This is an optimization exercise on Yosys and OpenROAD, whose aim is small area and a short achievable clock period, not a production implementation. Where RTL was checked, it was by simulation tests only, not by an equivalence proof against the original. Function not checked in runs 2 and 3: the RTL went through the layout flow alone. No activity file was given, so power comes from the tool's default toggle rates.

==> design/flow/design.v <==
module full_adder(input a,b,cin,
                  output sum,co);
assign sum=a^b^cin;
assign co=((a&b)||(b&cin)||(cin&a));                 
endmodule
module half_adder(input a,
                  input b,
                  output sum,
                  output carry);
assign sum=a^b;
assign carry=a&b;
endmodule
module mux2_1(input a,b,sel,
              output y);
assign y=sel?b:a;
endmodule
module adder_4bit(input [3:0]a,b,
                  input cin,
                  output [3:0]sum,
                  output co);
wire s1,c1,s2,c2,s3,c3,s4,s11,s44,c4,c11,s22,c22,s33,c33,c44;
full_adder f1(a[0],b[0],1'b0,s1,c1);
full_adder f2(a[1],b[1],c1,s2,c2);
full_adder f3(a[2],b[2],c2,s3,c3);
full_adder f4(a[3],b[3],c3,s4,c4);
full_adder f5(a[0],b[0],1'b1,s11,c11);
full_adder f6(a[1],b[1],c11,s22,c22);
full_adder f7(a[2],b[2],c22,s33,c33);
full_adder f8(a[3],b[3],c33,s44,c44);
mux2_1 m1(s1,s11,cin,sum[0]);
mux2_1 m2(s2,s22,cin,sum[1]);
mux2_1 m3(s3,s33,cin,sum[2]);
mux2_1 m4(s4,s44,cin,sum[3]);
mux2_1 m5(c4,c44,cin,co);
endmodule
module adder_6bit(input [5:0]a,b,
                  input cin,
                  output [5:0]sum,
                  output co);
wire s1,s2,s3,s4,s5,s6,c1,c2,c3,c4,c5,c6;
wire s11,s22,s33,s44,s55,s66,c11,c22,c33,c44,c55,c66;
full_adder f1(a[0],b[0],1'b0,s1,c1);
full_adder f2(a[1],b[1],c1,s2,c2);
full_adder f3(a[2],b[2],c2,s3,c3);
full_adder f4(a[3],b[3],c3,s4,c4);
full_adder f5(a[4],b[4],c4,s5,c5);
full_adder f6(a[5],b[5],c5,s6,c6);
full_adder f7(a[0],b[0],1'b1,s11,c11);
full_adder f8(a[1],b[1],c11,s22,c22);
full_adder f9(a[2],b[2],c22,s33,c33);
full_adder f10(a[3],b[3],c33,s44,c44);
full_adder f11(a[4],b[4],c44,s55,c55);
full_adder f12(a[5],b[5],c55,s66,c66);
mux2_1 m1(s1,s11,cin,sum[0]);
mux2_1 m2(s2,s22,cin,sum[1]);
mux2_1 m3(s3,s33,cin,sum[2]);
mux2_1 m4(s4,s44,cin,sum[3]);
mux2_1 m5(s5,s55,cin,sum[4]);
mux2_1 m6(s6,s66,cin,sum[5]);
mux2_1 m7(c6,c66,cin,co);
endmodule
module adder_8bit(input [7:0] a,b,
                   input cin,
                   output [7:0] sum,
                   output co);
wire s1,s2,s3,s4,s5,s6,s7,s8,c1,c2,c3,c4,c5,c6,c7,c8;
wire s11,s22,s33,s44,s55,s66,s77,s88,c11,c22,c33,c44,c55,c66,c77,c88;
full_adder f10(a[0],b[0],1'b0,s1,c1);
full_adder f20(a[1],b[1],c1,s2,c2);
full_adder f30(a[2],b[2],c2,s3,c3);
full_adder f40(a[3],b[3],c3,s4,c4);
full_adder f50(a[4],b[4],c4,s5,c5);
full_adder f60(a[5],b[5],c5,s6,c6);
full_adder f70(a[6],b[6],c6,s7,c7);
full_adder f80(a[7],b[7],c7,s8,c8);
full_adder f11(a[0],b[0],1'b1,s11,c11);
full_adder f22(a[1],b[1],c11,s22,c22);
full_adder f33(a[2],b[2],c22,s33,c33);
full_adder f44(a[3],b[3],c33,s44,c44);
full_adder f55(a[4],b[4],c44,s55,c55);
full_adder f66(a[5],b[5],c55,s66,c66);
full_adder f77(a[6],b[6],c66,s77,c77);
full_adder f88(a[7],b[7],c77,s88,c88);
mux2_1 m1(s1,s11,cin,sum[0]);
mux2_1 m2(s2,s22,cin,sum[1]);
mux2_1 m3(s3,s33,cin,sum[2]);
mux2_1 m4(s4,s44,cin,sum[3]);
mux2_1 m5(s5,s55,cin,sum[4]);
mux2_1 m6(s6,s66,cin,sum[5]);
mux2_1 m7(s7,s77,cin,sum[6]);
mux2_1 m8(s8,s88,cin,sum[7]);
mux2_1 m9(c8,c88,cin,co);
endmodule
module adder_12bit(input [11:0] a,b,
                   input cin,
                   output [11:0] sum,
                   output co);
wire s1,s2,s3,s4,s5,s6,s7,s8,s9,s10,s11a,s12,c1,c2,c3,c4,c5,c6,c7,c8,c9,c10,c11a,c12;
wire s11,s22,s33,s44,s55,s66,s77,s88,s99,s1010,s1111,s1212;
wire c11,c22,c33,c44,c55,c66,c77,c88,c99,c1010,c1111,c1212;
full_adder f10(a[0],b[0],1'b0,s1,c1);
full_adder f20(a[1],b[1],c1,s2,c2);
full_adder f30(a[2],b[2],c2,s3,c3);
full_adder f40(a[3],b[3],c3,s4,c4);
full_adder f50(a[4],b[4],c4,s5,c5);
full_adder f60(a[5],b[5],c5,s6,c6);
full_adder f70(a[6],b[6],c6,s7,c7);
full_adder f80(a[7],b[7],c7,s8,c8);
full_adder f90(a[8],b[8],c8,s9,c9);
full_adder f100(a[9],b[9],c9,s10,c10);
full_adder f110(a[10],b[10],c10,s11a,c11a);
full_adder f120(a[11],b[11],c11a,s12,c12);
full_adder f11(a[0],b[0],1'b1,s11,c11);
full_adder f22(a[1],b[1],c11,s22,c22);
full_adder f33(a[2],b[2],c22,s33,c33);
full_adder f44(a[3],b[3],c33,s44,c44);
full_adder f55(a[4],b[4],c44,s55,c55);
full_adder f66(a[5],b[5],c55,s66,c66);
full_adder f77(a[6],b[6],c66,s77,c77);
full_adder f88(a[7],b[7],c77,s88,c88);
full_adder f99(a[8],b[8],c88,s99,c99);
full_adder f1010(a[9],b[9],c99,s1010,c1010);
full_adder f1111(a[10],b[10],c1010,s1111,c1111);
full_adder f1212(a[11],b[11],c1111,s1212,c1212);
mux2_1 m1(s1,s11,cin,sum[0]);
mux2_1 m2(s2,s22,cin,sum[1]);
mux2_1 m3(s3,s33,cin,sum[2]);
mux2_1 m4(s4,s44,cin,sum[3]);
mux2_1 m5(s5,s55,cin,sum[4]);
mux2_1 m6(s6,s66,cin,sum[5]);
mux2_1 m7(s7,s77,cin,sum[6]);
mux2_1 m8(s8,s88,cin,sum[7]);
mux2_1 m9(s9,s99,cin,sum[8]);
mux2_1 m10(s10,s1010,cin,sum[9]);
mux2_1 m11(s11a,s1111,cin,sum[10]);
mux2_1 m12(s12,s1212,cin,sum[11]);
mux2_1 m13(c12,c1212,cin,co);
endmodule
module adder_16bit(input [15:0] a,b,
                   input cin,
                   output [15:0] sum,
                   output co);
wire s1,s2,s3,s4,s5,s6,s7,s8,s9,s10,s11a,s12,s13,s14,s15,s16;
wire c1,c2,c3,c4,c5,c6,c7,c8,c9,c10,c11a,c12,c13,c14,c15,c16;
wire s11,s22,s33,s44,s55,s66,s77,s88,s99,s1010,s1111,s1212,s1313,s1414,s1515,s1616;
wire c11,c22,c33,c44,c55,c66,c77,c88,c99,c1010,c1111,c1212,c1313,c1414,c1515,c1616;
full_adder f10(a[0],b[0],1'b0,s1,c1);
full_adder f20(a[1],b[1],c1,s2,c2);
full_adder f30(a[2],b[2],c2,s3,c3);
full_adder f40(a[3],b[3],c3,s4,c4);
full_adder f50(a[4],b[4],c4,s5,c5);
full_adder f60(a[5],b[5],c5,s6,c6);
full_adder f70(a[6],b[6],c6,s7,c7);
full_adder f80(a[7],b[7],c7,s8,c8);
full_adder f90(a[8],b[8],c8,s9,c9);
full_adder f100(a[9],b[9],c9,s10,c10);
full_adder f110(a[10],b[10],c10,s11a,c11a);
full_adder f120(a[11],b[11],c11a,s12,c12);
full_adder f130(a[12],b[12],c12,s13,c13);
full_adder f140(a[13],b[13],c13,s14,c14);
full_adder f150(a[14],b[14],c14,s15,c15);
full_adder f160(a[15],b[15],c15,s16,c16);
full_adder f11(a[0],b[0],1'b1,s11,c11);
full_adder f22(a[1],b[1],c11,s22,c22);
full_adder f33(a[2],b[2],c22,s33,c33);
full_adder f44(a[3],b[3],c33,s44,c44);
full_adder f55(a[4],b[4],c44,s55,c55);
full_adder f66(a[5],b[5],c55,s66,c66);
full_adder f77(a[6],b[6],c66,s77,c77);
full_adder f88(a[7],b[7],c77,s88,c88);
full_adder f99(a[8],b[8],c88,s99,c99);
full_adder f1010(a[9],b[9],c99,s1010,c1010);
full_adder f1111(a[10],b[10],c1010,s1111,c1111);
full_adder f1212(a[11],b[11],c1111,s1212,c1212);
full_adder f1313(a[12],b[12],c1212,s1313,c1313);
full_adder f1414(a[13],b[13],c1313,s1414,c1414);
full_adder f1515(a[14],b[14],c1414,s1515,c1515);
full_adder f1616(a[15],b[15],c1515,s1616,c1616);
mux2_1 m1(s1,s11,cin,sum[0]);
mux2_1 m2(s2,s22,cin,sum[1]);
mux2_1 m3(s3,s33,cin,sum[2]);
mux2_1 m4(s4,s44,cin,sum[3]);
mux2_1 m5(s5,s55,cin,sum[4]);
mux2_1 m6(s6,s66,cin,sum[5]);
mux2_1 m7(s7,s77,cin,sum[6]);
mux2_1 m8(s8,s88,cin,sum[7]);
mux2_1 m9(s9,s99,cin,sum[8]);
mux2_1 m10(s10,s1010,cin,sum[9]);
mux2_1 m11(s11a,s1111,cin,sum[10]);
mux2_1 m12(s12,s1212,cin,sum[11]);
mux2_1 m13(s13,s1313,cin,sum[12]);
mux2_1 m14(s14,s1414,cin,sum[13]);
mux2_1 m15(s15,s1515,cin,sum[14]);
mux2_1 m16(s16,s1616,cin,sum[15]);
mux2_1 m17(c16,c1616,cin,co);
endmodule
module adder_24bit(input [23:0] a,b,
                   input cin,
                   output [23:0] sum,
                   output co);
wire s1,s2,s3,s4,s5,s6,s7,s8,s9,s10,s11a,s12;
wire s13,s14,s15,s16,s17,s18,s19,s20,s21,s222,s23,s24;
wire c1,c2,c3,c4,c5,c6,c7,c8,c9,c10,c11a,c12;
wire c13,c14,c15,c16,c17,c18,c19,c20,c21,c222,c23,c24;
wire s11,s22,s33,s44,s55,s66,s77,s88,s99,s1010,s1111,s1212;
wire s1313,s1414,s1515,s1616,s1717,s1818,s1919,s2020,s2121,s2222,s2323,s2424;
wire c11,c22,c33,c44,c55,c66,c77,c88,c99,c1010,c1111,c1212;
wire c1313,c1414,c1515,c1616,c1717,c1818,c1919,c2020,c2121,c2222,c2323,c2424;
full_adder f10(a[0],b[0],1'b0,s1,c1);
full_adder f20(a[1],b[1],c1,s2,c2);
full_adder f30(a[2],b[2],c2,s3,c3);
full_adder f40(a[3],b[3],c3,s4,c4);
full_adder f50(a[4],b[4],c4,s5,c5);
full_adder f60(a[5],b[5],c5,s6,c6);
full_adder f70(a[6],b[6],c6,s7,c7);
full_adder f80(a[7],b[7],c7,s8,c8);
full_adder f90(a[8],b[8],c8,s9,c9);
full_adder f100(a[9],b[9],c9,s10,c10);
full_adder f110(a[10],b[10],c10,s11a,c11a);
full_adder f120(a[11],b[11],c11a,s12,c12);
full_adder f130(a[12],b[12],c12,s13,c13);
full_adder f140(a[13],b[13],c13,s14,c14);
full_adder f150(a[14],b[14],c14,s15,c15);
full_adder f160(a[15],b[15],c15,s16,c16);
full_adder f170(a[16],b[16],c16,s17,c17);
full_adder f180(a[17],b[17],c17,s18,c18);
full_adder f190(a[18],b[18],c18,s19,c19);
full_adder f200(a[19],b[19],c19,s20,c20);
full_adder f210(a[20],b[20],c20,s21,c21);
full_adder f220(a[21],b[21],c21,s222,c222);
full_adder f230(a[22],b[22],c222,s23,c23);
full_adder f240(a[23],b[23],c23,s24,c24);
full_adder f11(a[0],b[0],1'b1,s11,c11);
full_adder f22(a[1],b[1],c11,s22,c22);
full_adder f33(a[2],b[2],c22,s33,c33);
full_adder f44(a[3],b[3],c33,s44,c44);
full_adder f55(a[4],b[4],c44,s55,c55);
full_adder f66(a[5],b[5],c55,s66,c66);
full_adder f77(a[6],b[6],c66,s77,c77);
full_adder f88(a[7],b[7],c77,s88,c88);
full_adder f99(a[8],b[8],c88,s99,c99);
full_adder f1010(a[9],b[9],c99,s1010,c1010);
full_adder f1111(a[10],b[10],c1010,s1111,c1111);
full_adder f1212(a[11],b[11],c1111,s1212,c1212);
full_adder f1313(a[12],b[12],c1212,s1313,c1313);
full_adder f1414(a[13],b[13],c1313,s1414,c1414);
full_adder f1515(a[14],b[14],c1414,s1515,c1515);
full_adder f1616(a[15],b[15],c1515,s1616,c1616);
full_adder f1717(a[16],b[16],c1616,s1717,c1717);
full_adder f1818(a[17],b[17],c1717,s1818,c1818);
full_adder f1919(a[18],b[18],c1818,s1919,c1919);
full_adder f2020(a[19],b[19],c1919,s2020,c2020);
full_adder f2121(a[20],b[20],c2020,s2121,c2121);
full_adder f2222(a[21],b[21],c2121,s2222,c2222);
full_adder f2323(a[22],b[22],c2222,s2323,c2323);
full_adder f2424(a[23],b[23],c2323,s2424,c2424);
mux2_1 m1(s1,s11,cin,sum[0]);
mux2_1 m2(s2,s22,cin,sum[1]);
mux2_1 m3(s3,s33,cin,sum[2]);
mux2_1 m4(s4,s44,cin,sum[3]);
mux2_1 m5(s5,s55,cin,sum[4]);
mux2_1 m6(s6,s66,cin,sum[5]);
mux2_1 m7(s7,s77,cin,sum[6]);
mux2_1 m8(s8,s88,cin,sum[7]);
mux2_1 m9(s9,s99,cin,sum[8]);
mux2_1 m10(s10,s1010,cin,sum[9]);
mux2_1 m11(s11a,s1111,cin,sum[10]);
mux2_1 m12(s12,s1212,cin,sum[11]);
mux2_1 m13(s13,s1313,cin,sum[12]);
mux2_1 m14(s14,s1414,cin,sum[13]);
mux2_1 m15(s15,s1515,cin,sum[14]);
mux2_1 m16(s16,s1616,cin,sum[15]);
mux2_1 m17(s17,s1717,cin,sum[16]);
mux2_1 m18(s18,s1818,cin,sum[17]);
mux2_1 m19(s19,s1919,cin,sum[18]);
mux2_1 m20(s20,s2020,cin,sum[19]);
mux2_1 m21(s21,s2121,cin,sum[20]);
mux2_1 m22(s222,s2222,cin,sum[21]);
mux2_1 m23(s23,s2323,cin,sum[22]);
mux2_1 m24(s24,s2424,cin,sum[23]);
mux2_1 m25(c24,c2424,cin,co);
endmodule
module mul_2x2(input clk,
               input [1:0]a,b,
               output [3:0]out);           
reg [1:0]clk_a,clk_b;
wire [3:0]temp;
always @(posedge clk)
 begin
  clk_a<=a;
  clk_b<=b;
 end
assign out[0]=clk_a[0]&clk_b[0];
assign temp[0]=clk_a[0]&clk_b[1];
assign temp[1]=clk_a[1]&clk_b[0];
assign temp[2]=clk_a[1]&clk_b[1];
half_adder h1(temp[0],temp[1],out[1],temp[3]);
half_adder h2(temp[3],temp[2],out[2],out[3]);
endmodule
module mul_4x4(input clk,
               input [3:0]a,
               input [3:0]b,
               output [7:0]c);
wire [3:0]q0,q1,q2,q3,q4;
wire [5:0]q5,q6;		
wire [3:0]temp1;
wire [5:0]temp2,temp3,temp4;
reg [3:0]clk_a,clk_b;
always @(posedge clk)
begin
 clk_a<=a;
 clk_b<=b;
end
mul_2x2 m1(clk,clk_a[1:0],clk_b[1:0],q0[3:0]);
mul_2x2 m2(clk,clk_a[3:2],clk_b[1:0],q1[3:0]);
mul_2x2 m3(clk,clk_a[1:0],clk_b[3:2],q2[3:0]);
mul_2x2 m4(clk,clk_a[3:2],clk_b[3:2],q3[3:0]);
assign temp1 ={2'b00,q0[3:2]};
adder_4bit a1(q1[3:0],temp1,1'b0,q4,);
assign temp2 ={2'b00,q2[3:0]};
assign temp3 ={q3[3:0],2'b00};
adder_6bit a2(temp2,temp3,1'b0,q5,);
assign temp4={2'b00,q4[3:0]};
adder_6bit a3(temp4,q5,1'b0,q6,);
assign c[1:0]=q0[1:0];
assign c[7:2]=q6[5:0];
endmodule
module mul_8x8(input clk,
               input [7:0] a,b,
               output [15:0]c);
wire [7:0]q0,q1,q2,q3,q4;
wire [11:0]q5,q6;	
wire [7:0]temp1;
wire [11:0]temp2,temp3,temp4;
reg [7:0]clk_a,clk_b;
always @(posedge clk)
begin
 clk_a<=a;
 clk_b<=b;
end
mul_4x4 mu1(clk,clk_a[3:0],clk_b[3:0],q0[7:0]);
mul_4x4 mu2(clk,clk_a[7:4],clk_b[3:0],q1[7:0]);
mul_4x4 mu3(clk,clk_a[3:0],clk_b[7:4],q2[7:0]);
mul_4x4 mu4(clk,clk_a[7:4],clk_b[7:4],q3[7:0]);
assign temp1 ={4'b0000,q0[7:4]};
adder_8bit a1(q1[7:0],temp1,1'b0,q4,);
assign temp2 ={4'b0000,q2[7:0]};
assign temp3 ={q3[7:0],4'b0000};
adder_12bit a2(temp2,temp3,1'b0,q5,);
assign temp4={4'b0000,q4[7:0]};
adder_12bit a3(temp4,q5,1'b0,q6,);
assign c[3:0]=q0[3:0];
assign c[15:4]=q6[11:0];
endmodule    
module mul_16x16(input clk,
                 input [15:0]a,
                 input [15:0]b,
                 output [31:0]c);
reg [15:0]clk_a,clk_b;
reg [23:0]pl,ph;
reg [31:0]p2,p3;
always @(posedge clk)
 begin
  clk_a<=a;
  clk_b<=b;
  pl<=clk_a*clk_b[7:0];
  ph<=clk_a*clk_b[15:8];
  p2<={8'b0,pl}+{ph,8'b0};
  p3<=p2;
 end
assign c=p3;
endmodule
module accumulator(input clk,en,clr,
                   input [31:0]a,
                   output [39:0]c);
reg [39:0]acc;
always @(posedge clk)
 begin
  if (clr)
   acc <= 40'b0;
  else if (en)
  begin 
   acc <= acc + {8'b0,a};
  end
 end
assign c = acc;
endmodule
module mac_unit(input clk,en,clr,
                input [15:0]a,b,
                output [39:0]c);
wire [31:0]temp1;
mul_16x16 m1(clk,a,b,temp1);
accumulator a1(clk,en,clr,temp1,c);
endmodule
==> design/flow/run.sh <==
#!/bin/bash
# synth_recipe.tcl (not shown) runs the flow's synth.tcl, then flattens the netlist and writes it again
# the make line also repeats each setting of config.mk as NAME=value (left out here)
make -C /OpenROAD-flow-scripts/flow DESIGN_CONFIG=/design/flow/config.mk WORK_HOME=/design/flow/orfs CLKGATE_MAP_FILE= SYNTH_SCRIPT=/design/flow/synth_recipe.tcl finish
==> design/flow/config.mk <==
export PLATFORM = sky130hd
export DESIGN_NAME = mac_unit
export DESIGN_NICKNAME = mac_unit
export VERILOG_FILES = /design/flow/design.v
export SDC_FILE = /design/flow/constraint.sdc
export NUM_CORES = 4
export LEC_CHECK = 0
export CAP_MARGIN = 20
export CORE_MARGIN = 2
export CORE_UTILIZATION = 40
export SLEW_MARGIN = 20
==> design/flow/constraint.sdc <==
create_clock -name core_clock -period 13.5 [get_ports {clk}]
set_input_delay 2.7000 -clock core_clock [delete_from_list [all_inputs] [get_ports {clk}]]
set_output_delay 2.7000 -clock core_clock [all_outputs]
set_load 0.01 [all_outputs]
==> out/results.ini, run 1 <==
[clock_tree]
clockRootBuffer=clkbuf_16
clkSinkCount=184
cts_buffers=17
cts_tree=built
cts_resized=0
clockBufferDepth=2
htree_levels=4
insertion_delay_ns=0.46
postCtsSetupBuffers=0
path_clk_slew_ns=0.08
cts_hold_buf=0

[worst_setup_path]
endpoint_kind=flop
slowest_stage=dfxtp_1
crit_chain=and2_1 > fa_1 > fa_1 > fa_1 > inv_1 > fa_1 > inv_1 > ha_1 > a21oi_1 > o21ai_0 > nand2_1 > o31a_1 > o21ai_1 > o311ai_0 > nand2b_1 > a21oi_1 > xnor2_1
crit_path_max_fanout=16
critPathKind=flop to flop
crit_path_start_kind=flop
timing.rr.end=m1.ph[20]
crit_top_cell=fa_1
max_stage_delay_ns=0.65
cp_num_buf_inv=2
cp.required_ns=13.89
ff2ff_path_depth=17
cpLargestDelayFamily=adder cells
r2r_slack_ns=8.33
crit_cells=17
arrival_ns=5.56
worstReg2RegStart=m1.clk_a[6]

[floorplanning]
num_rows=70
die_y_um=196
initial_core_util=0.405
die_x_um=196
ioPinCount=75
dieArea_mm2=0.0386
core_area_mm2=0.0365

[layout]
area_delta_synth_final_pct=12.0
final_cells=2091
final_cell_mix=218 x and2_1, 213 x inv_1, 184 x dfxtp_1
stdcell_area_mm2=0.0166
nNetsFinal=1951
drive_above_1_share=0.0345
final_util=0.454
final_common_cell=and2_1
diodes=0

[timing]
finalHoldViolCount=0
period_needed_ns=5.17
tightest_slew_ns=0.922
finalClockSkew_ns=0.0109
period_share=0.383
drv_slew=0
setup_violations=0
fmax_ghz=0.193
slew_headroom=0.386
rsz0062_at_grt=no
setup_tns_ns=0

[hold_path]
worstHoldStart=m1.p2[10]
holdPathStages=0
min_path_type=flop to flop
hold_end=m1.p3[10]

[drt]
firstDrtPassIters=5
vias=10300
drcViolationCount=0
ant_nets=0
wl_per_cell_um=14.9
routed_wirelength_um=31200
vias_per_cell=4.92
drt_first_iter_violations=297

[pwr]
ir_drop_mv=0.116
power.static_leakage_nw=7.79
power_w=0.00355
p_per_area_mw_per_mm2=214

[synth]
ys.flop_type=dfxtp_1
ys_top_cells_by_area=dfxtp_1 25%, fa_1 23%, ha_1 11%
synth-edff-count=0
synth_nets=1905
syn_inst=1564
synth.avg_cell_area_um2=9.46
netlist_area_mm2=0.0148
yosys.area.top_type=dfxtp_1
ys_warn_count=2
async_flop_share=0
synthDistinctLibCells=62
ys_ff_latch=184
synth_top_area_share=0.249
synth-seq-area-share=0.249

[placed_design]
portBuffers=74
place_congestion=0.846
dp_hpwl_um=25200
dp_cells=2059
place_area_mm2=0.0159

[grt]
track_usage=0.169
grt_max_degree=43
busiest_layer=met2
use_met2=0.297
grt_use_met3=0.0270
grt_overflow=0
grt_pass1_vias=10700
grtUsageMet1=0.217
grt_pass1_wl_um=52500
antenna_found_initial=0

[outcome]
status=finished clean

[run]
drv_cap=0

## cell usage after synthesis (12+ instances only)
master,count
nand3_1,24
dfxtp_1,184
nor2_1,69
nor3_1,12
a21oi_1,87
ha_1,136
and2_1,218
fa_1,170
xor2_1,25
clkbuf_1,42
o21bai_1,12
xnor2_1,57
nand2_1,84
o21ai_0,31
mux2i_1,22
inv_1,213
a21o_1,28
## cells by family (layout without fill, tap and decap cells)
kind of cell	count (synthesis)	in the layout	share of synthesized area
buf+inv	261	320	0.0670
compound gates	239	239	0.104
simple gates	469	469	0.171
flops	184	184	0.249
xor+xnor	82	82	0.0485
fa+ha+maj	306	306	0.345
mux	23	23	0.0156
## power by group
group / internal [W] / switching (W)
Clock: 0.000263 / 0.000270
Sequential: 0.000761 / 0.000107
Combinational: 0.000955 / 0.00119
## worst max path at each step
stage,startpoint,to,slack (ns)
finish,m1.clk_a[6],m1.ph[20],8.33
global route,m1.clk_a[7],m1.ph[20],7.90
CTS,m1.clk_a[6],m1.ph[20],8.36
detailed placement,m1.clk_a[6],m1.ph[20],8.36
global placement,m1.clk_a[6],m1.ph[20],8.51
floorplan,m1.clk_b[11],m1.ph[20],8.90
## state kept, by name, indices dropped and copies added (netlist names)
register,flops
a1.acc,40
m1.p2,32
m1.clk_b,16
m1.pl,24
m1.p3,32
m1.clk_a,16
m1.ph,24
## per-stage QoR
| step | hold WS [ns] | setup slack, ns |
|---|---|---|
| 2_1_floorplan | 0.310 | 8.90 |
| 3_3_place_gp | 0.311 | 8.51 |
| 3_5_place_dp | 0.312 | 8.36 |
| 4_1_cts | 0.319 | 8.36 |
| 5_1_grt | 0.323 | 7.90 |
| 6_report | 0.321 | 8.33 |
## per-layer routing
| metal | wire, µm | up-vias | share of wire |
|---|---|---|---|
| li1 | - | 5125 | - |
| met1 | 14500 | 4967 | 0.47 |
| met2 | 15000 | 162 | 0.48 |
| met3 | 1100 | 29 | 0.035 |
| met4 | 489 | 0 | 0.016 |
| met5 | 0 | - | 0 |
## area by class of cell
cell class                      instances  area, µm²
Inverter                              213        800
Timing Repair Buffer                   75        743
Multi-Input combinational cell       1119      10100
Clock buffer                           17        425
Fill cell                            3514      19900
Tap cell                              468        586
Clock inverter                         15        216
Sequential cell                       184       3680
==> run 2: changes to the inputs <==
--- a/design/flow/design.v
+++ b/design/flow/design.v
@@ -357,15 +357,13 @@
                  input [15:0]b,
                  output [31:0]c);
 reg [15:0]clk_a,clk_b;
-reg [23:0]pl,ph;
-reg [31:0]p2,p3;
+reg [31:0]p1,p2,p3;
 always @(posedge clk)
  begin
   clk_a<=a;
   clk_b<=b;
-  pl<=clk_a*clk_b[7:0];
-  ph<=clk_a*clk_b[15:8];
-  p2<={8'b0,pl}+{ph,8'b0};
+  p1<=clk_a*clk_b;
+  p2<=p1;
   p3<=p2;
  end
 assign c=p3;
==> run 2 against run 1 <==
  * Still clean on timing, DRC and antenna
  * Clock power fell by 3%
  * Highest routed layer unchanged
  * Setup slack lost 1.1 ns
  * Core utilization decreased by 0.23 points
  * Critical path type unchanged
  * Final cell count shrank 3.5%
  * Global-route usage increased by 0.63 points
==> out/results.ini, run 2 <==
[pwr]
power_w=0.00446  ; +26%
ir_drop_mv=0.220  ; +89%
p_per_area_mw_per_mm2=280  ; +31%
power.static_leakage_nw=7.62  ; -2.2%

[outcome]
status=finished clean

[timing]
drv_slew=0  ; unchanged
slew_headroom=0.491  ; +0.105
setup_violations=0  ; unchanged
tightest_slew_ns=0.763  ; -0.159 ns
finalClockSkew_ns=0.0171  ; +0.00619 ns
finalHoldViolCount=0  ; unchanged
setup_tns_ns=0  ; unchanged
period_share=0.461  ; +0.0779
rsz0062_at_grt=no
period_needed_ns=6.23  ; +1.05 ns
fmax_ghz=0.161  ; -17%

[worst_setup_path]
arrival_ns=6.60  ; +1.04 ns
crit_chain=nand2_1 > fa_1 > fa_1 > fa_1 > inv_1 > fa_1 > fa_1 > inv_1 > fa_1 > inv_1 > ha_1 > a21o_1 > a21oi_1 > o21ai_0 > a41o_1 > a21oi_2 > o211ai_1 > a311o_1 > a21oi_1 > xnor2_1
slowest_stage=dfxtp_1
cp.required_ns=13.87  ; -0.02 ns
max_stage_delay_ns=0.73  ; +0.08 ns
endpoint_kind=flop
crit_path_max_fanout=16  ; unchanged
crit_path_start_kind=flop
crit_top_cell=fa_1
ff2ff_path_depth=20  ; +3
critPathKind=flop to flop

[drt]
firstDrtPassIters=5  ; unchanged
drcViolationCount=0  ; unchanged
routed_wirelength_um=30800  ; -1.2%
ant_nets=0  ; unchanged
wl_per_cell_um=15.3  ; +2.4%
vias=9800  ; -4.7%
vias_per_cell=4.86  ; -1.2%
drt_first_iter_violations=471  ; +59%

[layout]
fill_cells=3399  ; -3.3%
largest_register=a1.acc
area_delta_synth_final_pct=12.2
diodes=0  ; unchanged
largest_reg_flops=40  ; unchanged
nNetsFinal=1909  ; -2.2%
drive_above_1_share=0.0321  ; -0.00237
final_common_cell=inv_1
final_cell_mix=242 x inv_1, 195 x fa_1, 168 x dfxtp_1

[clock_tree]
cts_hold_buf=0  ; unchanged
clockRootBuffer=clkbuf_16
insertion_delay_ns=0.45  ; about the same
postCtsSetupBuffers=0  ; unchanged
path_clk_slew_ns=0.09  ; about the same
cts_resized=0  ; unchanged
clockBufferDepth=2  ; unchanged
cts_tree=built
cts_buffers=17  ; unchanged
htree_levels=4  ; unchanged
clkSinkCount=168  ; -8.7%

[synth]
synth_top_area_share=0.275  ; +0.0258
netlist_area_mm2=0.0142  ; -4.0%
synth.avg_cell_area_um2=9.47  ; +0.12%
synth.most_common_cell=inv_1
ys.flop_type=dfxtp_1
ys_ff_latch=168  ; -8.7%
synth-edff-count=0  ; unchanged
yosys.area.top_type=fa_1
synth-seq-area-share=0.237  ; -0.0122
async_flop_share=0  ; unchanged
synthDistinctLibCells=64  ; +3.2%
ys_top_cells_by_area=fa_1 27%, dfxtp_1 24%, ha_1 12%
synth_nets=1866  ; -2.0%
synth_top_cells_by_count=242 x inv_1, 195 x fa_1, 168 x dfxtp_1
syn_inst=1500  ; -4.1%
ys_warn_count=2  ; unchanged

[grt]
track_usage=0.176  ; +0.00626
antenna_found_initial=0  ; unchanged
grt_max_degree=45  ; +4.7%
grt_pass1_vias=10200  ; -4.8%
grt_overflow=0  ; unchanged
grt_pass1_wl_um=51300  ; -2.3%

[floorplanning]
ioPinCount=75  ; unchanged
die_y_um=192  ; -2.0%
core_area_mm2=0.0353  ; -3.3%
die_x_um=192  ; -2.0%
num_rows=69  ; -1.4%
dieArea_mm2=0.0371  ; -3.9%
initial_core_util=0.403  ; -0.00274

[hold_path]
min_path_type=flop to flop
holdPathStages=0  ; unchanged

[placed_design]
portBuffers=74  ; unchanged
dp_hpwl_um=24300  ; -3.8%
place_congestion=0.876  ; +3.5%

[run]
drv_cap=0  ; unchanged

run 2: cell families (layout without fill, tap and decap cells):
| family | after synthesis | after routing | synth area share |
|---|---|---|---|
| mux | 14 | 14 | 0.00986 |
| xor+xnor | 62 | 62 | 0.0382 |
| simple gates | 438 | 438 | 0.150 |
| flops | 168 | 168 | 0.237 |
| compound gates | 191 | 191 | 0.0898 |
| fa+ha+maj | 331 | 331 | 0.394 |
| buf+inv | 296 | 352 | 0.0812 |
run 2: stage by stage:
step | std cells | util | setup WS, ns | cell area [µm²] | hold WS (ns)
detailed placement | 1985 | 0.434 | 7.27 | 15300 | 0.312
global route | 2017 | 0.452 | 6.96 | 15900 | 0.325
floorplan | 1500 | - | 7.78 | 14200 | 0.310
CTS | 2017 | 0.452 | 7.24 | 15900 | 0.317
finish | 2017 | 0.452 | 7.27 | 15900 | 0.316
global placement | 1985 | 0.434 | 7.37 | 15300 | 0.310
run 2: worst max-delay path, delay by kind of cell, from the launching register on:
kind | cells | cell delay (ns)
xor+xnor | 1 | 0.13
fa+ha+maj | 7 | 3.42
buf+inv | 3 | 0.14
compound gates | 8 | 1.56
flops | 1 | 0.73
simple gates | 1 | 0.16
run 2: final timing paths:
path	to	slack [ns]	from
max	m1.p1[30]	7.27	m1.clk_a[12]
min	m1.p3[14]	0.32	m1.p2[14]
max reg2reg	m1.p1[30]	7.27	m1.clk_a[12]
min reg2reg	m1.p3[14]	0.32	m1.p2[14]
run 2: layout make-up:
class / count / area (µm²) / share of cell area
inverters: 243 / 926 / 0.0581
flip-flops and latches: 168 / 3360 / 0.211
repair buffers: 77 / 763 / 0.0479
well taps: 461 / 577 / 0.0362
multi-input cells: 1036 / 9700 / 0.608
clock inverters: 15 / 199 / 0.0125
clock buffers: 17 / 425 / 0.0267
run 2: report_power, final:
| part | leakage (nW) | switching (W) | internal [W] | total (W) |
|---|---|---|---|---|
| combinational | 5.91 | 0.00172 | 0.00142 | 0.00314 |
| clock | 0.300 | 0.000234 | 0.000284 | 0.000519 |
| sequential | 1.41 | 0.0000904 | 0.000713 | 0.000803 |
run 2: per-layer routing:
metal,share of wire,track usage
met5,0,0
met1,0.49,0.249
met4,0.018,0.0514
met2,0.45,0.281
met3,0.041,0.0235
==> run 3: changes to the inputs <==
--- a/design/flow/design.v
+++ b/design/flow/design.v
@@ -356,17 +356,502 @@
                  input [15:0]a,
                  input [15:0]b,
                  output [31:0]c);
-reg [15:0]clk_a,clk_b;
-reg [31:0]p1,p2,p3;
+reg [15:0]ra,rb;
+reg [60:0]s2;
+reg [31:0]p3,p4;
+wire s1, c2;
+half_adder ha2((ra[0] & rb[13]), (ra[1] & rb[12]), s1, c2);
+wire s3, c4;
+full_adder fa4((ra[0] & rb[14]), (ra[1] & rb[13]), (ra[2] & rb[12]), s3, c4);
+wire s5, c6;
+half_adder ha6((ra[3] & rb[11]), (ra[4] & rb[10]), s5, c6);
+wire s7, c8;
+full_adder fa8((ra[0] & rb[15]), (ra[1] & rb[14]), (ra[2] & rb[13]), s7, c8);
+wire s9, c10;
+full_adder fa10((ra[3] & rb[12]), (ra[4] & rb[11]), (ra[5] & rb[10]), s9, c10);
+wire s11, c12;
+half_adder ha12((ra[6] & rb[9]), (ra[7] & rb[8]), s11, c12);
+wire s13, c14;
+full_adder fa14((ra[1] & rb[15]), (ra[2] & rb[14]), (ra[3] & rb[13]), s13, c14);
+wire s15, c16;
+full_adder fa16((ra[4] & rb[12]), (ra[5] & rb[11]), (ra[6] & rb[10]), s15, c16);
+wire s17, c18;
+half_adder ha18((ra[7] & rb[9]), (ra[8] & rb[8]), s17, c18);
+wire s19, c20;
+full_adder fa20((ra[2] & rb[15]), (ra[3] & rb[14]), (ra[4] & rb[13]), s19, c20);
+wire s21, c22;
+full_adder fa22((ra[5] & rb[12]), (ra[6] & rb[11]), (ra[7] & rb[10]), s21, c22);
+wire s23, c24;
+full_adder fa24((ra[3] & rb[15]), (ra[4] & rb[14]), (ra[5] & rb[13]), s23, c24);
+wire s25, c26;
+half_adder ha26((ra[0] & rb[9]), (ra[1] & rb[8]), s25, c26);
+wire s27, c28;
+full_adder fa28((ra[0] & rb[10]), (ra[1] & rb[9]), (ra[2] & rb[8]), s27, c28);
+wire s29, c30;
+half_adder ha30((ra[3] & rb[7]), (ra[4] & rb[6]), s29, c30);
+wire s31, c32;
+full_adder fa32((ra[0] & rb[11]), (ra[1] & rb[10]), (ra[2] & rb[9]), s31, c32);
+wire s33, c34;
+full_adder fa34((ra[3] & rb[8]), (ra[4] & rb[7]), (ra[5] & rb[6]), s33, c34);
+wire s35, c36;
+half_adder ha36((ra[6] & rb[5]), (ra[7] & rb[4]), s35, c36);
+wire s37, c38;
+full_adder fa38((ra[0] & rb[12]), (ra[1] & rb[11]), (ra[2] & rb[10]), s37, c38);
+wire s39, c40;
+full_adder fa40((ra[3] & rb[9]), (ra[4] & rb[8]), (ra[5] & rb[7]), s39, c40);
+wire s41, c42;
+full_adder fa42((ra[6] & rb[6]), (ra[7] & rb[5]), (ra[8] & rb[4]), s41, c42);
+wire s43, c44;
+half_adder ha44((ra[9] & rb[3]), (ra[10] & rb[2]), s43, c44);
+wire s45, c46;
+full_adder fa46((ra[2] & rb[11]), (ra[3] & rb[10]), (ra[4] & rb[9]), s45, c46);
+wire s47, c48;
+full_adder fa48((ra[5] & rb[8]), (ra[6] & rb[7]), (ra[7] & rb[6]), s47, c48);
+wire s49, c50;
+full_adder fa50((ra[8] & rb[5]), (ra[9] & rb[4]), (ra[10] & rb[3]), s49, c50);
+wire s51, c52;
+full_adder fa52((ra[11] & rb[2]), (ra[12] & rb[1]), (ra[13] & rb[0]), s51, c52);
+wire s53, c54;
+full_adder fa54((ra[5] & rb[9]), (ra[6] & rb[8]), (ra[7] & rb[7]), s53, c54);
+wire s55, c56;
+full_adder fa56((ra[8] & rb[6]), (ra[9] & rb[5]), (ra[10] & rb[4]), s55, c56);
+wire s57, c58;
+full_adder fa58((ra[11] & rb[3]), (ra[12] & rb[2]), (ra[13] & rb[1]), s57, c58);
+wire s59, c60;
+full_adder fa60((ra[14] & rb[0]), c2, s5, s59, c60);
+wire s61, c62;
+full_adder fa62((ra[8] & rb[7]), (ra[9] & rb[6]), (ra[10] & rb[5]), s61, c62);
+wire s63, c64;
+full_adder fa64((ra[11] & rb[4]), (ra[12] & rb[3]), (ra[13] & rb[2]), s63, c64);
+wire s65, c66;
+full_adder fa66((ra[14] & rb[1]), (ra[15] & rb[0]), c6, s65, c66);
+wire s67, c68;
+full_adder fa68(s11, c4, s7, s67, c68);
+wire s69, c70;
+full_adder fa70((ra[9] & rb[7]), (ra[10] & rb[6]), (ra[11] & rb[5]), s69, c70);
+wire s71, c72;
+full_adder fa72((ra[12] & rb[4]), (ra[13] & rb[3]), (ra[14] & rb[2]), s71, c72);
+wire s73, c74;
+full_adder fa74((ra[15] & rb[1]), c12, s17, s73, c74);
+wire s75, c76;
+full_adder fa76(c8, c10, s13, s75, c76);
+wire s77, c78;
+full_adder fa78((ra[8] & rb[9]), (ra[9] & rb[8]), (ra[10] & rb[7]), s77, c78);
+wire s79, c80;
+full_adder fa80((ra[11] & rb[6]), (ra[12] & rb[5]), (ra[13] & rb[4]), s79, c80);
+wire s81, c82;
+full_adder fa82((ra[14] & rb[3]), (ra[15] & rb[2]), c18, s81, c82);
+wire s83, c84;
+full_adder fa84(c14, c16, s19, s83, c84);
+wire s85, c86;
+full_adder fa86((ra[6] & rb[12]), (ra[7] & rb[11]), (ra[8] & rb[10]), s85, c86);
+wire s87, c88;
+full_adder fa88((ra[9] & rb[9]), (ra[10] & rb[8]), (ra[11] & rb[7]), s87, c88);
+wire s89, c90;
+full_adder fa90((ra[12] & rb[6]), (ra[13] & rb[5]), (ra[14] & rb[4]), s89, c90);
+wire s91, c92;
+full_adder fa92((ra[15] & rb[3]), c20, c22, s91, c92);
+wire s93, c94;
+full_adder fa94((ra[4] & rb[15]), (ra[5] & rb[14]), (ra[6] & rb[13]), s93, c94);
+wire s95, c96;
+full_adder fa96((ra[7] & rb[12]), (ra[8] & rb[11]), (ra[9] & rb[10]), s95, c96);
+wire s97, c98;
+full_adder fa98((ra[10] & rb[9]), (ra[11] & rb[8]), (ra[12] & rb[7]), s97, c98);
+wire s99, c100;
+full_adder fa100((ra[13] & rb[6]), (ra[14] & rb[5]), (ra[15] & rb[4]), s99, c100);
+wire s101, c102;
+full_adder fa102((ra[5] & rb[15]), (ra[6] & rb[14]), (ra[7] & rb[13]), s101, c102);
+wire s103, c104;
+full_adder fa104((ra[8] & rb[12]), (ra[9] & rb[11]), (ra[10] & rb[10]), s103, c104);
+wire s105, c106;
+full_adder fa106((ra[11] & rb[9]), (ra[12] & rb[8]), (ra[13] & rb[7]), s105, c106);
+wire s107, c108;
+full_adder fa108((ra[6] & rb[15]), (ra[7] & rb[14]), (ra[8] & rb[13]), s107, c108);
+wire s109, c110;
+full_adder fa110((ra[9] & rb[12]), (ra[10] & rb[11]), (ra[11] & rb[10]), s109, c110);
+wire s111, c112;
+full_adder fa112((ra[7] & rb[15]), (ra[8] & rb[14]), (ra[9] & rb[13]), s111, c112);
+wire s113, c114;
+half_adder ha114((ra[0] & rb[6]), (ra[1] & rb[5]), s113, c114);
+wire s115, c116;
+full_adder fa116((ra[0] & rb[7]), (ra[1] & rb[6]), (ra[2] & rb[5]), s115, c116);
+wire s117, c118;
+half_adder ha118((ra[3] & rb[4]), (ra[4] & rb[3]), s117, c118);
+wire s119, c120;
+full_adder fa120((ra[0] & rb[8]), (ra[1] & rb[7]), (ra[2] & rb[6]), s119, c120);
+wire s121, c122;
+full_adder fa122((ra[3] & rb[5]), (ra[4] & rb[4]), (ra[5] & rb[3]), s121, c122);
+wire s123, c124;
+half_adder ha124((ra[6] & rb[2]), (ra[7] & rb[1]), s123, c124);
+wire s125, c126;
+full_adder fa126((ra[2] & rb[7]), (ra[3] & rb[6]), (ra[4] & rb[5]), s125, c126);
+wire s127, c128;
+full_adder fa128((ra[5] & rb[4]), (ra[6] & rb[3]), (ra[7] & rb[2]), s127, c128);
+wire s129, c130;
+full_adder fa130((ra[8] & rb[1]), (ra[9] & rb[0]), s25, s129, c130);
+wire s131, c132;
+full_adder fa132((ra[5] & rb[5]), (ra[6] & rb[4]), (ra[7] & rb[3]), s131, c132);
+wire s133, c134;
+full_adder fa134((ra[8] & rb[2]), (ra[9] & rb[1]), (ra[10] & rb[0]), s133, c134);
+wire s135, c136;
+full_adder fa136(c26, s29, s27, s135, c136);
+wire s137, c138;
+full_adder fa138((ra[8] & rb[3]), (ra[9] & rb[2]), (ra[10] & rb[1]), s137, c138);
+wire s139, c140;
+full_adder fa140((ra[11] & rb[0]), c30, s35, s139, c140);
+wire s141, c142;
+full_adder fa142(c28, s31, s33, s141, c142);
+wire s143, c144;
+full_adder fa144((ra[11] & rb[1]), (ra[12] & rb[0]), c36, s143, c144);
+wire s145, c146;
+full_adder fa146(s43, c32, c34, s145, c146);
+wire s147, c148;
+full_adder fa148(s37, s39, s41, s147, c148);
+wire s149, c150;
+full_adder fa150(c44, s1, c38, s149, c150);
+wire s151, c152;
+full_adder fa152(c40, c42, s45, s151, c152);
+wire s153, c154;
+full_adder fa154(s47, s49, s51, s153, c154);
+wire s155, c156;
+full_adder fa156(c46, c48, c50, s155, c156);
+wire s157, c158;
+full_adder fa158(c52, s53, s55, s157, c158);
+wire s159, c160;
+full_adder fa160(s57, s3, s59, s159, c160);
+wire s161, c162;
+full_adder fa162(c54, c56, c58, s161, c162);
+wire s163, c164;
+full_adder fa164(s61, s63, s9, s163, c164);
+wire s165, c166;
+full_adder fa166(c60, s65, s67, s165, c166);
+wire s167, c168;
+full_adder fa168(c62, c64, s69, s167, c168);
+wire s169, c170;
+full_adder fa170(s71, s15, c66, s169, c170);
+wire s171, c172;
+full_adder fa172(s73, c68, s75, s171, c172);
+wire s173, c174;
+full_adder fa174(c70, c72, s77, s173, c174);
+wire s175, c176;
+full_adder fa176(s79, s21, c74, s175, c176);
+wire s177, c178;
+full_adder fa178(s81, c76, s83, s177, c178);
+wire s179, c180;
+full_adder fa180(c78, c80, s85, s179, c180);
+wire s181, c182;
+full_adder fa182(s87, s89, s23, s181, c182);
+wire s183, c184;
+full_adder fa184(c82, c84, s91, s183, c184);
+wire s185, c186;
+full_adder fa186(c86, c88, c90, s185, c186);
+wire s187, c188;
+full_adder fa188(s93, s95, s97, s187, c188);
+wire s189, c190;
+full_adder fa190(s99, c24, c92, s189, c190);
+wire s191, c192;
+full_adder fa192((ra[14] & rb[6]), (ra[15] & rb[5]), c94, s191, c192);
+wire s193, c194;
+full_adder fa194(c96, c98, c100, s193, c194);
+wire s195, c196;
+full_adder fa196(s101, s103, s105, s195, c196);
+wire s197, c198;
+full_adder fa198((ra[12] & rb[9]), (ra[13] & rb[8]), (ra[14] & rb[7]), s197, c198);
+wire s199, c200;
+full_adder fa200((ra[15] & rb[6]), c102, c104, s199, c200);
+wire s201, c202;
+full_adder fa202(c106, s107, s109, s201, c202);
+wire s203, c204;
+full_adder fa204((ra[10] & rb[12]), (ra[11] & rb[11]), (ra[12] & rb[10]), s203, c204);
+wire s205, c206;
+full_adder fa206((ra[13] & rb[9]), (ra[14] & rb[8]), (ra[15] & rb[7]), s205, c206);
+wire s207, c208;
+full_adder fa208(c108, c110, s111, s207, c208);
+wire s209, c210;
+full_adder fa210((ra[8] & rb[15]), (ra[9] & rb[14]), (ra[10] & rb[13]), s209, c210);
+wire s211, c212;
+full_adder fa212((ra[11] & rb[12]), (ra[12] & rb[11]), (ra[13] & rb[10]), s211, c212);
+wire s213, c214;
+full_adder fa214((ra[14] & rb[9]), (ra[15] & rb[8]), c112, s213, c214);
+wire s215, c216;
+full_adder fa216((ra[9] & rb[15]), (ra[10] & rb[14]), (ra[11] & rb[13]), s215, c216);
+wire s217, c218;
+full_adder fa218((ra[12] & rb[12]), (ra[13] & rb[11]), (ra[14] & rb[10]), s217, c218);
+wire s219, c220;
+full_adder fa220((ra[10] & rb[15]), (ra[11] & rb[14]), (ra[12] & rb[13]), s219, c220);
+wire s221, c222;
+half_adder ha222((ra[0] & rb[4]), (ra[1] & rb[3]), s221, c222);
+wire s223, c224;
+full_adder fa224((ra[0] & rb[5]), (ra[1] & rb[4]), (ra[2] & rb[3]), s223, c224);
+wire s225, c226;
+half_adder ha226((ra[3] & rb[2]), (ra[4] & rb[1]), s225, c226);
+wire s227, c228;
+full_adder fa228((ra[2] & rb[4]), (ra[3] & rb[3]), (ra[4] & rb[2]), s227, c228);
+wire s229, c230;
+full_adder fa230((ra[5] & rb[1]), (ra[6] & rb[0]), s113, s229, c230);
+wire s231, c232;
+full_adder fa232((ra[5] & rb[2]), (ra[6] & rb[1]), (ra[7] & rb[0]), s231, c232);
+wire s233, c234;
+full_adder fa234(c114, s117, s115, s233, c234);
+wire s235, c236;
+full_adder fa236((ra[8] & rb[0]), c118, s123, s235, c236);
+wire s237, c238;
+full_adder fa238(c116, s119, s121, s237, c238);
+wire s239, c240;
+full_adder fa240(c124, c120, c122, s239, c240);
+wire s241, c242;
+full_adder fa242(s125, s127, s129, s241, c242);
+wire s243, c244;
+full_adder fa244(c126, c128, s131, s243, c244);
+wire s245, c246;
+full_adder fa246(s133, c130, s135, s245, c246);
+wire s247, c248;
+full_adder fa248(c132, c134, s137, s247, c248);
+wire s249, c250;
+full_adder fa250(s139, c136, s141, s249, c250);
+wire s251, c252;
+full_adder fa252(c138, c140, s143, s251, c252);
+wire s253, c254;
+full_adder fa254(c142, s145, s147, s253, c254);
+wire s255, c256;
+full_adder fa256(c144, c146, c148, s255, c256);
+wire s257, c258;
+full_adder fa258(s149, s151, s153, s257, c258);
+wire s259, c260;
+full_adder fa260(c150, c152, c154, s259, c260);
+wire s261, c262;
+full_adder fa262(s155, s157, s159, s261, c262);
+wire s263, c264;
+full_adder fa264(c156, c158, s161, s263, c264);
+wire s265, c266;
+full_adder fa266(s163, c160, s165, s265, c266);
+wire s267, c268;
+full_adder fa268(c162, c164, s167, s267, c268);
+wire s269, c270;
+full_adder fa270(s169, c166, s171, s269, c270);
+wire s271, c272;
+full_adder fa272(c168, s173, c170, s271, c272);
+wire s273, c274;
+full_adder fa274(s175, c172, s177, s273, c274);
+wire s275, c276;
+full_adder fa276(c174, s179, s181, s275, c276);
+wire s277, c278;
+full_adder fa278(c176, c178, s183, s277, c278);
+wire s279, c280;
+full_adder fa280(c180, c182, s185, s279, c280);
+wire s281, c282;
+full_adder fa282(s187, c184, s189, s281, c282);
+wire s283, c284;
+full_adder fa284(c186, c188, s191, s283, c284);
+wire s285, c286;
+full_adder fa286(s193, s195, c190, s285, c286);
+wire s287, c288;
+full_adder fa288(s197, c192, c194, s287, c288);
+wire s289, c290;
+full_adder fa290(c196, s199, s201, s289, c290);
+wire s291, c292;
+full_adder fa292(c198, s203, s205, s291, c292);
+wire s293, c294;
+full_adder fa294(c200, c202, s207, s293, c294);
+wire s295, c296;
+full_adder fa296(c204, c206, s209, s295, c296);
+wire s297, c298;
+full_adder fa298(s211, c208, s213, s297, c298);
+wire s299, c300;
+full_adder fa300((ra[15] & rb[9]), c210, c212, s299, c300);
+wire s301, c302;
+full_adder fa302(s215, s217, c214, s301, c302);
+wire s303, c304;
+full_adder fa304((ra[13] & rb[12]), (ra[14] & rb[11]), (ra[15] & rb[10]), s303, c304);
+wire s305, c306;
+full_adder fa306(c216, c218, s219, s305, c306);
+wire s307, c308;
+full_adder fa308((ra[11] & rb[15]), (ra[12] & rb[14]), (ra[13] & rb[13]), s307, c308);
+wire s309, c310;
+full_adder fa310((ra[14] & rb[12]), (ra[15] & rb[11]), c220, s309, c310);
+wire s311, c312;
+full_adder fa312((ra[12] & rb[15]), (ra[13] & rb[14]), (ra[14] & rb[13]), s311, c312);
+wire s313, c314;
+half_adder ha314((ra[0] & rb[3]), (ra[1] & rb[2]), s313, c314);
+wire s315, c316;
+full_adder fa316((ra[2] & rb[2]), (ra[3] & rb[1]), (ra[4] & rb[0]), s315, c316);
+wire s317, c318;
+full_adder fa318((ra[5] & rb[0]), c222, s225, s317, c318);
+wire s319, c320;
+full_adder fa320(c226, c224, s227, s319, c320);
+wire s321, c322;
+full_adder fa322(c228, s231, c230, s321, c322);
+wire s323, c324;
+full_adder fa324(c232, s235, c234, s323, c324);
+wire s325, c326;
+full_adder fa326(c236, c238, s239, s325, c326);
+wire s327, c328;
+full_adder fa328(c240, s243, c242, s327, c328);
+wire s329, c330;
+full_adder fa330(c244, s247, c246, s329, c330);
+wire s331, c332;
+full_adder fa332(c248, s251, c250, s331, c332);
+wire s333, c334;
+full_adder fa334(c252, c254, s255, s333, c334);
+wire s335, c336;
+full_adder fa336(c256, c258, s259, s335, c336);
+wire s337, c338;
+full_adder fa338(c260, s263, c262, s337, c338);
+wire s339, c340;
+full_adder fa340(c264, s267, c266, s339, c340);
+wire s341, c342;
+full_adder fa342(c268, s271, c270, s341, c342);
+wire s343, c344;
+full_adder fa344(s275, c272, c274, s343, c344);
+wire s345, c346;
+full_adder fa346(c276, s279, c278, s345, c346);
+wire s347, c348;
+full_adder fa348(c280, s283, c282, s347, c348);
+wire s349, c350;
+full_adder fa350(c284, s287, s289, s349, c350);
+wire s351, c352;
+full_adder fa352(s291, c288, c290, s351, c352);
+wire s353, c354;
+full_adder fa354(c292, s295, c294, s353, c354);
+wire s355, c356;
+full_adder fa356(c296, s299, c298, s355, c356);
+wire s357, c358;
+full_adder fa358(s303, c300, s305, s357, c358);
+wire s359, c360;
+full_adder fa360(c304, s307, c306, s359, c360);
+wire s361, c362;
+full_adder fa362((ra[15] & rb[12]), c308, s311, s361, c362);
+wire s363, c364;
+full_adder fa364((ra[13] & rb[15]), (ra[14] & rb[14]), (ra[15] & rb[13]), s363, c364);
+wire s365, c366;
+half_adder ha366((ra[0] & rb[2]), (ra[1] & rb[1]), s365, c366);
+wire s367, c368;
+full_adder fa368((ra[2] & rb[1]), (ra[3] & rb[0]), s313, s367, c368);
+wire s369, c370;
+full_adder fa370(c314, s221, s315, s369, c370);
+wire s371, c372;
+full_adder fa372(c316, s223, s317, s371, c372);
+wire s373, c374;
+full_adder fa374(c318, s229, s319, s373, c374);
+wire s375, c376;
+full_adder fa376(c320, s233, s321, s375, c376);
+wire s377, c378;
+full_adder fa378(s237, c322, s323, s377, c378);
+wire s379, c380;
+full_adder fa380(s241, c324, s325, s379, c380);
+wire s381, c382;
+full_adder fa382(c326, s245, s327, s381, c382);
+wire s383, c384;
+full_adder fa384(s249, c328, s329, s383, c384);
+wire s385, c386;
+full_adder fa386(s253, c330, s331, s385, c386);
+wire s387, c388;
+full_adder fa388(s257, c332, s333, s387, c388);
+wire s389, c390;
+full_adder fa390(s261, c334, s335, s389, c390);
+wire s391, c392;
+full_adder fa392(c336, s265, s337, s391, c392);
+wire s393, c394;
+full_adder fa394(s269, c338, s339, s393, c394);
+wire s395, c396;
+full_adder fa396(s273, c340, s341, s395, c396);
+wire s397, c398;
+full_adder fa398(s277, c342, s343, s397, c398);
+wire s399, c400;
+full_adder fa400(s281, c344, s345, s399, c400);
+wire s401, c402;
+full_adder fa402(s285, c346, s347, s401, c402);
+wire s403, c404;
+full_adder fa404(s349, c286, c348, s403, c404);
+wire s405, c406;
+full_adder fa406(s293, c350, s351, s405, c406);
+wire s407, c408;
+full_adder fa408(s297, c352, s353, s407, c408);
+wire s409, c410;
+full_adder fa410(s301, c354, s355, s409, c410);
+wire s411, c412;
+full_adder fa412(s357, c302, c356, s411, c412);
+wire s413, c414;
+full_adder fa414(s309, c358, s359, s413, c414);
+wire s415, c416;
+full_adder fa416(s361, c310, c360, s415, c416);
+wire s417, c418;
+full_adder fa418(s363, c312, c362, s417, c418);
+wire s419, c420;
+full_adder fa420((ra[14] & rb[15]), (ra[15] & rb[14]), c364, s419, c420);
+wire [60:0]s2_d;
+assign s2_d[0] = (ra[0] & rb[0]);
+assign s2_d[1] = (ra[0] & rb[1]);
+assign s2_d[2] = (ra[1] & rb[0]);
+assign s2_d[3] = s365;
+assign s2_d[4] = (ra[2] & rb[0]);
+assign s2_d[5] = c366;
+assign s2_d[6] = s367;
+assign s2_d[7] = c368;
+assign s2_d[8] = s369;
+assign s2_d[9] = c370;
+assign s2_d[10] = s371;
+assign s2_d[11] = c372;
+assign s2_d[12] = s373;
+assign s2_d[13] = c374;
+assign s2_d[14] = s375;
+assign s2_d[15] = c376;
+assign s2_d[16] = s377;
+assign s2_d[17] = c378;
+assign s2_d[18] = s379;
+assign s2_d[19] = c380;
+assign s2_d[20] = s381;
+assign s2_d[21] = c382;
+assign s2_d[22] = s383;
+assign s2_d[23] = c384;
+assign s2_d[24] = s385;
+assign s2_d[25] = c386;
+assign s2_d[26] = s387;
+assign s2_d[27] = c388;
+assign s2_d[28] = s389;
+assign s2_d[29] = c390;
+assign s2_d[30] = s391;
+assign s2_d[31] = c392;
+assign s2_d[32] = s393;
+assign s2_d[33] = c394;
+assign s2_d[34] = s395;
+assign s2_d[35] = c396;
+assign s2_d[36] = s397;
+assign s2_d[37] = c398;
+assign s2_d[38] = s399;
+assign s2_d[39] = c400;
+assign s2_d[40] = s401;
+assign s2_d[41] = c402;
+assign s2_d[42] = s403;
+assign s2_d[43] = c404;
+assign s2_d[44] = s405;
+assign s2_d[45] = c406;
+assign s2_d[46] = s407;
+assign s2_d[47] = c408;
+assign s2_d[48] = s409;
+assign s2_d[49] = c410;
+assign s2_d[50] = s411;
+assign s2_d[51] = c412;
+assign s2_d[52] = s413;
+assign s2_d[53] = c414;
+assign s2_d[54] = s415;
+assign s2_d[55] = c416;
+assign s2_d[56] = s417;
+assign s2_d[57] = c418;
+assign s2_d[58] = s419;
+assign s2_d[59] = c420;
+assign s2_d[60] = (ra[15] & rb[15]);
+wire [31:0]x3 = {1'b0, s2[59], s2[57], s2[55], s2[53], s2[51], s2[49], s2[47], s2[45], s2[43], s2[41], s2[39], s2[37], s2[35], s2[33], s2[31], s2[29], s2[27], s2[25], s2[23], s2[21], s2[19], s2[17], s2[15], s2[13], s2[11], s2[9], s2[7], s2[5], s2[3], s2[1], s2[0]};
+wire [31:0]y3 = {1'b0, s2[60], s2[58], s2[56], s2[54], s2[52], s2[50], s2[48], s2[46], s2[44], s2[42], s2[40], s2[38], s2[36], s2[34], s2[32], s2[30], s2[28], s2[26], s2[24], s2[22], s2[20], s2[18], s2[16], s2[14], s2[12], s2[10], s2[8], s2[6], s2[4], s2[2], 1'b0};
 always @(posedge clk)
  begin
-  clk_a<=a;
-  clk_b<=b;
-  p1<=clk_a*clk_b;
-  p2<=p1;
-  p3<=p2;
+  ra<=a;
+  rb<=b;
+  s2<=s2_d;
+  p3<=x3+y3;
+  p4<=p3;
  end
-assign c=p3;
+assign c=p4;
 endmodule
 module accumulator(input clk,en,clr,
                    input [31:0]a,
--- a/design/flow/config.mk
+++ b/design/flow/config.mk
@@ -9,3 +9,5 @@
 export CORE_MARGIN = 2
 export CORE_UTILIZATION = 40
 export SLEW_MARGIN = 20
+export SYNTH_HIERARCHICAL = 1
+export SYNTH_MINIMUM_KEEP_SIZE = 0
==> run 3 against run 2 <==
  * Synthesized area is 2.2% lower
  * Core utilization up 0.19 points
  * Combinational power is 42% lower
  * Still clean
  * Clock skew decreased by 0.0020 ns
==> out/results.ini, run 3 <==
[timing]
rsz0062_at_grt=no
hold_ws_ns=0.329  ; +0.0129 ns
tightest_slew_ns=0.820  ; +0.0571 ns
setup_tns_ns=0  ; unchanged
finalWorstSetupSlack_ns=9.21  ; +1.94 ns
finalClockSkew_ns=0.0151  ; -0.00200 ns
slew_headroom=0.453  ; -0.0381
period_needed_ns=4.29  ; -1.94 ns
finalHoldViolCount=0  ; unchanged
fmax_ghz=0.233  ; +45%
period_share=0.317  ; -0.144
drv_slew=0  ; unchanged
setup_violations=0  ; unchanged

[layout]
final_common_cell=and2_1
area_delta_synth_final_pct=12.2  ; about the same
final_cell_mix=261 x and2_1, 197 x fa_1, 197 x dfxtp_1
diodes=0  ; unchanged
nNetsFinal=1657  ; -13%
reg_top3=m1.s2 (61), a1.acc (40)
fill_cells=3221  ; -5.2%
largest_reg_flops=61  ; +53%
largest_register=m1.s2
drive_above_1_share=0.0389  ; +0.00681

[floorplanning]
core_area_mm2=0.0344  ; -2.7%
die_x_um=190  ; -1.1%
initial_core_util=0.404  ; +0.00180
dieArea_mm2=0.0363  ; -2.2%
die_y_um=190  ; -1.1%
ioPinCount=75  ; unchanged
num_rows=68  ; -1.4%

[synth]
ys.flop_type=dfxtp_1
synth_top_family_by_area=adder cells
synth.avg_cell_area_um2=10.6  ; +12%
muxShareOfSynthArea=0.0175  ; +0.00761
yosys.area.top_type=dfxtp_1
ys_ff_latch=197  ; +17%
synth-seq-area-share=0.284  ; +0.0471
ys_top_cells_by_area=dfxtp_1 28%, fa_1 28%, and2_1 12%
synth_compound_area_frac=0.103  ; +0.0137
synth_top_area_share=0.284  ; +0.00911
synth_fa_ha_area_frac=0.353  ; -0.0413
syn_inst=1307  ; -13%
synthDistinctLibCells=66  ; +3.1%
synthSimpleGateAreaFrac=0.190  ; +0.0400
synth-edff-count=0  ; unchanged
synth_top_cells_by_count=261 x and2_1, 197 x dfxtp_1, 197 x fa_1
ys_warn_count=8  ; +6
synthXorXnorAreaFrac=0.0328  ; -0.00544
synth_nets=1616  ; -13%
async_flop_share=0  ; unchanged
netlist_area_mm2=0.0139  ; -2.2%
synth.most_common_cell=and2_1

[worst_setup_path]
crit_path_max_fanout=33  ; +17
critPathKind=input port to flop
endpoint_kind=flop
crit_path_start_kind=input port
cp.required_ns=13.84  ; -0.03 ns
cpLargestDelayFamily=buffers and inverters
arrival_ns=4.62  ; -1.98 ns
crit_chain=clkdlybuf4s50_1 > buf_4 > nand3_1 > nor4_1 > mux2_1
slowest_stage=clkdlybuf4s50_1
cp_num_buf_inv=2  ; -1
max_stage_delay_ns=0.46  ; -0.27 ns

[clock_tree]
htree_levels=4  ; unchanged
postCtsSetupBuffers=0  ; unchanged
insertion_delay_ns=0.46  ; about the same
clockBufferDepth=2  ; unchanged
cts_buffers=17  ; unchanged
clkSinkCount=197  ; +17%
cts_hold_buf=0  ; unchanged
cts_tree=built
clockRootBuffer=clkbuf_16
cts_resized=0  ; unchanged
path_clk_slew_ns=0.07  ; -0.02 ns

[grt]
antenna_found_initial=0  ; unchanged
track_usage=0.187  ; +0.0111
grt_max_degree=43  ; -4.4%
grt_pass1_wl_um=52800  ; +3.0%
grt_overflow=0  ; unchanged
grt_pass1_vias=10100  ; -0.53%

[drt]
vias_per_cell=5.20  ; +6.9%
drcViolationCount=0  ; unchanged
firstDrtPassIters=5  ; unchanged
ant_nets=0  ; unchanged
drt_first_iter_violations=564  ; +20%
wl_per_cell_um=17.5  ; +15%
vias=9436  ; -3.7%
routed_wirelength_um=31800  ; +3.3%

[placed_design]
dp_slack_ns=8.77  ; +1.50 ns
place_congestion=0.860  ; -1.8%
portBuffers=74  ; unchanged
dp_hpwl_um=23900  ; -1.3%

[outcome]
status=finished clean

[pwr]
ir_drop_mv=0.131  ; -40%
power.static_leakage_nw=6.61  ; -13%
p_per_area_mw_per_mm2=208  ; -26%

[run]
drv_cap=0  ; unchanged

[hold_path]
min_path_type=flop to flop

run 3: cell types whose count changed after synthesis, sizes merged, moves of 10 or more:
cell,before,now
a21o,26,16
and2,133,261
dfxtp,168,197
ha,136,77
inv,242,14
nand2,157,70
nor2,81,66
xnor2,45,32
run 3: cell type report:
class	instances	area [µm²]	share of cell area
well taps	455	569	0.0365
repair buffers	76	756	0.0485
multi-input cells	1041	9680	0.621
inverters	15	56.3	0.00361
clock inverters	15	158	0.0101
clock buffers	17	425	0.0273
flip-flops and latches	197	3940	0.253
run 3: layer usage:
| metal | wire length, µm | global-route usage | share of wire | vias up |
|---|---|---|---|---|
| li1 | - | - | - | 4486 |
| met1 | 15000 | 0.249 | 0.47 | 4709 |
| met2 | 14900 | 0.309 | 0.47 | 202 |
| met3 | 1240 | 0.0296 | 0.039 | 39 |
| met4 | 677 | 0.0644 | 0.021 | 0 |
| met5 | 0 | 0 | 0 | - |
run 3: metrics by stage:
| stage | total power, W | util | area (µm²) | std cells |
|---|---|---|---|---|
| floorplan | 0.00224 | - | 13900 | 1307 |
| global placement | 0.00271 | 0.437 | 15000 | 1784 |
| detailed placement | 0.00273 | 0.437 | 15000 | 1784 |
| CTS | 0.00326 | 0.454 | 15600 | 1816 |
| global route | 0.00353 | 0.454 | 15600 | 1816 |
| finish | 0.00324 | 0.454 | 15600 | 1816 |
run 3: Yosys stat by module, one instance, submodules excluded, excerpt:
module / flip-flops and latches / copies in the design
mul_16x16: 157 / 1
accumulator: 40 / 1
full_adder: 0 / 195
half_adder: 0 / 15
run 3: final timing paths:
| check | from | to | slack [ns] | cells past startpoint |
|---|---|---|---|---|
| worst max-delay path | en | a1.acc[39] | 9.21 | 5 |
| worst min-delay path | m1.p3[16] | m1.p4[16] | 0.33 | 0 |
| worst max register to register | m1.rb[15] | m1.s2[32] | 9.58 | 7 |
| worst min register to register | m1.p3[16] | m1.p4[16] | 0.33 | 0 |
run 3: cell families after synthesis:
family / Yosys count
multiplexers: 24
flip-flops: 197
AND/OR/NAND/NOR: 477
adder cells (fa/ha/maj): 274
XOR/XNOR: 52
buffers and inverters: 69
AO/OA/AOI/OAI: 214
run 3: worst reg2reg max path, stage by stage, from the launching register on:
cell     delay, ns
dfxtp_1       0.74
and2_1        0.26
fa_1          0.42
fa_1          0.53
fa_1          0.46
fa_1          0.40
fa_1          0.53
fa_1          0.45
run 3: report_power, final:
part	internal, W	leakage [nW]	switching [W]
logic	0.000789	4.67	0.00102
registers	0.000801	1.65	0.000110
clock network	0.000264	0.293	0.000252
total	0.00185	6.61	0.00138

## separate check: timing with driven ports
In the flow no input, the clock included, has a driving cell. The finished layouts below were timed again as built, in two steps.
Step 1 (the two cells are an assumption about what drives the block):
set clk [get_ports {clk}]
set_driving_cell -lib_cell sky130_fd_sc_hd__clkbuf_16 $clk
set_driving_cell -lib_cell sky130_fd_sc_hd__buf_2 [delete_from_list [all_inputs] $clk]
Step 2 times the ports against the registers' clock, not the clock port: input delays grow and output delays shrink by t, the midpoint of the rising clock arrivals with the driver on.
Slacks: ideal / step 1 / step 2; pairs: ideal / step 1.
run | t (ns) | setup WS [ns] | hold slack, ns | worst register clock-pin slew, ns | cell pins on the clock port's net
run 1 | 0.500 | 8.325 / 8.325 / 8.325 | 0.321 / 0.321 / 0.321 | 0.08 / 0.08 | 1
run 2 | 0.485 | 7.274 / 7.274 / 7.274 | 0.316 / 0.316 / 0.316 | 0.09 / 0.09 | 1
run 3 | 0.498 | 9.214 / 9.226 / 8.727 | 0.329 / 0.329 / 0.329 | 0.09 / 0.09 | 1
After both steps setup and hold are still met in every run listed. For run 3, which loses most, drivers alone change the setup slack by +0.012 ns; drivers and shift together by -0.487 ns.
